This is an optimization exercise on Yosys and OpenROAD, whose aim is small area, a short achievable clock period and few clock cycles per item, not a production implementation.
Where RTL was checked, it was by simulation tests only, not by an equivalence proof against the original.
No activity file was given, so power comes from the tool's default toggle rates.

==> flow/design.v <==
module dd_cell (
        input  logic [3:0] s,
        output logic       c,
        output logic [2:0] m
    );
	assign c    = s[3] | (s[2] & (s[1] | s[0]));
	assign m[2] = (s[2] & ~s[1] & ~s[0]) | (s[3] & s[0]);
	assign m[1] = (s[1] & (~s[2] | s[0])) | (s[3] & ~s[0]);
	assign m[0] = (~s[3] & ~s[2] & s[0]) | (s[2] & s[1] & ~s[0]) | (s[3] & ~s[0]);
endmodule
module dd_cell_top (
        input  logic [3:0] s,
        output logic [2:0] m
    );
	assign m[2] = (s[2] & ~s[1] & ~s[0]) | (s[3] & s[0]);
	assign m[1] = (s[1] & (~s[2] | s[0])) | (s[3] & ~s[0]);
	assign m[0] = (~s[3] & ~s[2] & s[0]) | (s[2] & s[1] & ~s[0]) | (s[3] & ~s[0]);
endmodule
module dd_cell_3 (
        input  logic [2:0] s,
        output logic       c,
        output logic [2:0] m
    );
	assign c    = s[2] & (s[1] | s[0]);
	assign m[2] = s[2] & ~s[1] & ~s[0];
	assign m[1] = s[1] & (~s[2] | s[0]);
	assign m[0] = (~s[2] & s[0]) | (s[2] & s[1] & ~s[0]);
endmodule
module acc_bit (
        input  logic a,       
        input  logic st,      
        input  logic hold,    
        input  logic busy,    
        output logic d
    );
	assign d = (a & hold) | (st & busy);
endmodule
module unsigned_to_bcd (
        input  logic clk,
        input  logic reset,           
        input  logic trigger,         
        input  logic [31:0] in,       
        output logic idle,            
        output logic [31:0] bcd       
    );
	localparam int K  = 4;                  
	localparam int L  = 4;                  
	localparam int NS = (32 - L) / K;       
	localparam int R  = 1;                  
	logic [31:0]   acc;
	logic [K-1:R]  chunk_q;         
	logic [K-1:0]  chunk;           
	logic [2:0]    cnt;             
	logic          idle_q;
	assign idle = idle_q;
	assign bcd  = acc;
	logic go, hold, busy;
	assign go   = trigger & idle_q;
	assign hold = idle_q & ~trigger;
	assign busy = ~idle_q;
	logic [3:0] s  [0:K][0:7];
	logic       cy [0:K-1][0:7];
	logic [2:0] mm [0:K-1][0:7];
	for (genvar d = 0; d < 8; d++) begin : g_in
		assign s[0][d] = acc[4*d +: 4];
	end
	for (genvar j = 0; j < K; j++) begin : g_step
		for (genvar d = 0; d < 8; d++) begin : g_dig
			if (d == 7) begin : g_top
				dd_cell_top u_cell (.s(s[j][d]), .m(mm[j][d]));
				assign cy[j][d] = 1'b0;    
			end else begin : g_cell
				dd_cell u_cell (.s(s[j][d]), .c(cy[j][d]), .m(mm[j][d]));
			end
			if (d == 0) begin : g_lsd
				assign s[j+1][d] = {mm[j][d], chunk[K-1-j]};
			end else begin : g_msd
				assign s[j+1][d] = {mm[j][d], cy[j][d-1]};
			end
		end
	end
	logic [31:0] st;
	for (genvar d = 0; d < 8; d++) begin : g_st
		assign st[4*d +: 4] = s[K][d];
	end
	logic       ld_c;
	logic [2:0] ld_m;
	dd_cell_3 u_load (.s(in[31:29]), .c(ld_c), .m(ld_m));
	logic [7:0] ld;
	assign ld = {3'b000, ld_c, ld_m, in[28]};
	logic [31:0] acc_d;
	for (genvar b = 0; b < 32; b++) begin : g_acc
		logic t;
		acc_bit u_bit (.a(acc[b]), .st(st[b]), .hold(hold), .busy(busy), .d(t));
		if (b < 8) begin : g_ld
			assign acc_d[b] = t | (go & ld[b]);
		end else begin : g_nold
			assign acc_d[b] = t;
		end
	end
	localparam logic [2:0] S_IDLE = 3'b001;
	logic [2:0] st_next;
	logic       last;
	assign st_next = {cnt[1:0], cnt[2] ^ cnt[1]};
	assign last    = (cnt == S_IDLE);
	logic [K-1:0] chunk_sel;
	always_comb begin
		case (cnt)
			3'b001:  chunk_sel = in[27:24];
			3'b010:  chunk_sel = in[23:20];
			3'b101:  chunk_sel = in[19:16];
			3'b011:  chunk_sel = in[15:12];
			3'b111:  chunk_sel = in[11:8];
			3'b110:  chunk_sel = in[7:4];
			default: chunk_sel = in[3:0];
		endcase
	end
	logic [K-1:0] chunk_cur;
	always_comb begin
		case (cnt)
			3'b010:  chunk_cur = in[27:24];
			3'b101:  chunk_cur = in[23:20];
			3'b011:  chunk_cur = in[19:16];
			3'b111:  chunk_cur = in[15:12];
			3'b110:  chunk_cur = in[11:8];
			3'b100:  chunk_cur = in[7:4];
			default: chunk_cur = in[3:0];
		endcase
	end
	assign chunk = {chunk_q, chunk_cur[R-1:0]};
	always_ff @(posedge clk) begin
		acc     <= acc_d;
		chunk_q <= chunk_sel[K-1:R];
		if (reset) begin
			idle_q <= 1'b1;
			cnt    <= S_IDLE;
		end else begin
			if (go)
				idle_q <= 1'b0;
			else if (busy && last)
				idle_q <= 1'b1;
			if (go || (busy && !last))
				cnt <= st_next;
		end
	end
endmodule
clock: 5.0 ns
lec_check: 0
abc_area: 1
cap_margin: 20
core_margin: 2
core_utilization: 40
setup_slack_margin: 2.9
slew_margin: 20
synth_hierarchical: 1
synth_minimum_keep_size: 0
standard.sh (not shown) runs the stock make flow with config.mk's settings and CLKGATE_MAP_FILE= SYNTH_SCRIPT=/design/flow/synth_recipe.tcl, a recipe that flattens the netlist after the stock synthesis.
==> flow/flow/run.sh <==
#!/bin/bash
# Standard ORFS layout, with plain buffers (instead of the default delay
# buffers) on the input and output ports.
export BUFFER_PORTS_ARGS="-buffer_cell sky130_fd_sc_hd__buf_1"
bash standard.sh > standard.log 2>&1
Edit:
--- a/flow/design.v
+++ b/flow/design.v
@@ -44,11 +44,11 @@
         output logic [31:0] bcd       
     );
 	localparam int K  = 4;                  
 	localparam int L  = 4;                  
 	localparam int NS = (32 - L) / K;       
-	localparam int R  = 1;                  
+	localparam int R  = 2;                  
 	logic [31:0]   acc;
 	logic [K-1:R]  chunk_q;         
 	logic [K-1:0]  chunk;           
 	logic [2:0]    cnt;             
 	logic          idle_q;
- clock skew increases by 0.0051 ns
- sequential power increases by a few percent
- cell area decreases slightly
- maximum frequency decreases slightly
- worst setup slack got worse by 0.0097 ns
- wire length hardly moves
- combinational power increases by about a fifth
- critical path depth decreases by 11
- flip-flop and latch count decreases by 1
- total power increases by roughly a tenth
- synthesized cell count decreases slightly
- global-route usage decreases by 0.17 points
Function was not checked in any run of this note: the RTL went through the layout flow alone.

* * *

== try-garnet ==
unsigned_to_bcd, a different RTL version from the one above (not shown whole).
Size: roughly 710 cells after synthesis, about 68 I/O pins.
==> module unsigned_to_bcd, before the edit <==
module unsigned_to_bcd (
        input  logic clk,
        input  logic reset,           
        input  logic trigger,         
        input  logic [31:0] in,       
        output logic idle,            
        output logic [31:0] bcd       
    );
	localparam int K  = 4;                  
	localparam int L  = 4;                  
	localparam int NS = (32 - L) / K;       
	localparam int CW = 3;                  
	logic [31:0]   acc;
	logic [K-1:0]  chunk;
	logic [CW-1:0] cnt;
	logic          idle_q;
	assign idle = idle_q;
	assign bcd  = acc;
	logic go, hold, busy;
	assign go   = trigger & idle_q;
	assign hold = idle_q & ~trigger;
	assign busy = ~idle_q;
	logic [3:0] s  [0:K][0:7];
	logic       cy [0:K-1][0:7];
	logic [2:0] mm [0:K-1][0:7];
	for (genvar d = 0; d < 8; d++) begin : g_in
		assign s[0][d] = acc[4*d +: 4];
	end
	for (genvar j = 0; j < K; j++) begin : g_step
		for (genvar d = 0; d < 8; d++) begin : g_dig
			dd_cell u_cell (.s(s[j][d]), .c(cy[j][d]), .m(mm[j][d]));
			if (d == 0) begin : g_lsd
				assign s[j+1][d] = {mm[j][d], chunk[K-1-j]};
			end else begin : g_msd
				assign s[j+1][d] = {mm[j][d], cy[j][d-1]};
			end
		end
	end
	logic [31:0] st;
	for (genvar d = 0; d < 8; d++) begin : g_st
		assign st[4*d +: 4] = s[K][d];
	end
	logic       ld_c;
	logic [2:0] ld_m;
	dd_cell u_load (.s({1'b0, in[31:29]}), .c(ld_c), .m(ld_m));
	logic [7:0] ld;
	assign ld = {3'b000, ld_c, ld_m, in[28]};
	logic [31:0] acc_d;
	for (genvar b = 0; b < 32; b++) begin : g_acc
		logic t;
		acc_bit u_bit (.a(acc[b]), .st(st[b]), .hold(hold), .busy(busy), .d(t));
		if (b < 8) begin : g_ld
			assign acc_d[b] = t | (go & ld[b]);
		end else begin : g_nold
			assign acc_d[b] = t;
		end
	end
	logic [K-1:0] chunk_sel;
	always_comb begin
		chunk_sel = in[K-1:0];
		for (int j = 0; j < NS; j++)
			if (cnt == CW'(j)) chunk_sel = in[31 - L - K*j -: K];
	end
	always_ff @(posedge clk) begin
		acc   <= acc_d;
		chunk <= chunk_sel;
		if (reset) begin
			idle_q <= 1'b1;
			cnt    <= '0;
		end else begin
			if (go)
				idle_q <= 1'b0;
			else if (busy && cnt == CW'(NS))
				idle_q <= 1'b1;
			if (go || busy)
				cnt <= (cnt == CW'(NS)) ? '0 : cnt + CW'(1);
		end
	end
endmodule
clock: 5.0 ns
lec_check: 0
abc_area: 1
cap_margin: 20
core_margin: 2
core_utilization: 40
slew_margin: 20
synth_hierarchical: 1
synth_minimum_keep_size: 0
==> flow/flow/run.sh <==
#!/bin/bash
# Standard ORFS layout, with plain buffers (instead of the default delay
# buffers) on the input and output ports.
export BUFFER_PORTS_ARGS="-buffer_cell sky130_fd_sc_hd__buf_2"
bash standard.sh > standard.log 2>&1
try-garnet ended with every stage complete and zero timing, DRC or antenna violations.
Testbench counts of try-garnet, summed over its fixed seeds: cycles 128,008, items 16,000.
Input changes introduced in try-umber (baseline for comparison: try-garnet):
-- flow/design.v --
<<< try-garnet, line 26
        output logic [31:0] bcd       
    );
	localparam int K  = 4;                  
	localparam int L  = 4;                  
	localparam int NS = (32 - L) / K;       
	localparam int CW = 3;                  
	logic [31:0]   acc;
	logic [K-1:0]  chunk;
>>> try-umber, line 26
        output logic [31:0] bcd       
    );
	localparam int K  = 3;                  
	localparam int L  = 5;                  
	localparam int NS = (32 - L) / K;       
	localparam int CW = 4;                  
	logic [31:0]   acc;
	logic [K-1:0]  chunk;
<<< try-garnet, line 60
		assign st[4*d +: 4] = s[K][d];
	end
	logic       ld_c;
	logic [2:0] ld_m;
	dd_cell u_load (.s({1'b0, in[31:29]}), .c(ld_c), .m(ld_m));
	logic [7:0] ld;
	assign ld = {3'b000, ld_c, ld_m, in[28]};
	logic [31:0] acc_d;
	for (genvar b = 0; b < 32; b++) begin : g_acc
>>> try-umber, line 60
		assign st[4*d +: 4] = s[K][d];
	end
	logic [3:0] ld_s [3:L];
	logic       ld_c [3:L-1];
	logic [2:0] ld_m [3:L-1];
	assign ld_s[3] = {1'b0, in[31:29]};
	for (genvar j = 3; j < L; j++) begin : g_ld
		dd_cell u_load (.s(ld_s[j]), .c(ld_c[j]), .m(ld_m[j]));
		assign ld_s[j+1] = {ld_m[j], in[31-j]};
	end
	logic [7:0] ld;
	always_comb begin
		ld = {4'b0000, ld_s[L]};
		for (int j = 3; j < L; j++)
			ld[4 + L - 1 - j] = ld_c[j];
	end
	logic [31:0] acc_d;
	for (genvar b = 0; b < 32; b++) begin : g_acc
try-umber reached the end of the flow, and the finished layout is clean on the timing, design-rule and antenna checks.
Of the two candidates, try-garnet has the worse time the worst path needs with I/O delays and setup and try-umber the better one.
Taking try-garnet as the reference, in try-umber hold slack up 0.0031 ns; maximum clock frequency higher; final cell count moved down; post-cts repair resize count about even.
try-umber vs try-garnet: synthesized cell count down by more than 10%
Compared with try-garnet, try-umber has extra setup slack.
Compared with try-garnet, try-umber shows non-clock buffer count that has gone up by a few percent.
try-umber — first-pass GRT wire length 13% lower, try-garnet as reference
For try-umber, only the layout was checked, not whether the RTL still works.

[separate check: timing with driven ports]
Ports are ideal in the flow. The routed layouts listed here were re-timed in OpenROAD.
Step 1, drivers: a clkbuf_16 drives clk and a buf_2 each remaining input, both assumed.
Step 2 times the ports against the registers' clock, not the clock port: input delays grow and output delays shrink by t, the midpoint of the rising clock arrivals with the driver on.
Three values: ideal, step 1, step 2; two values: the first two.
run	shift t [ns]	slack for setup (ns)	pins driven straight from the clock port
the first run of note 1	0.312	3.055 / 3.043 / 3.055	1
the second run of note 1	0.315	3.046 / 3.020 / 2.741	1
try-garnet	0.316	2.763 / 2.763 / 2.699	1
try-umber	0.322	2.865 / 2.865 / 2.608	1
After both steps every run listed still meets setup and hold. For the second run of note 1, which loses most, drivers alone change the setup slack by -0.026 ns; drivers and shift together by -0.305 ns.
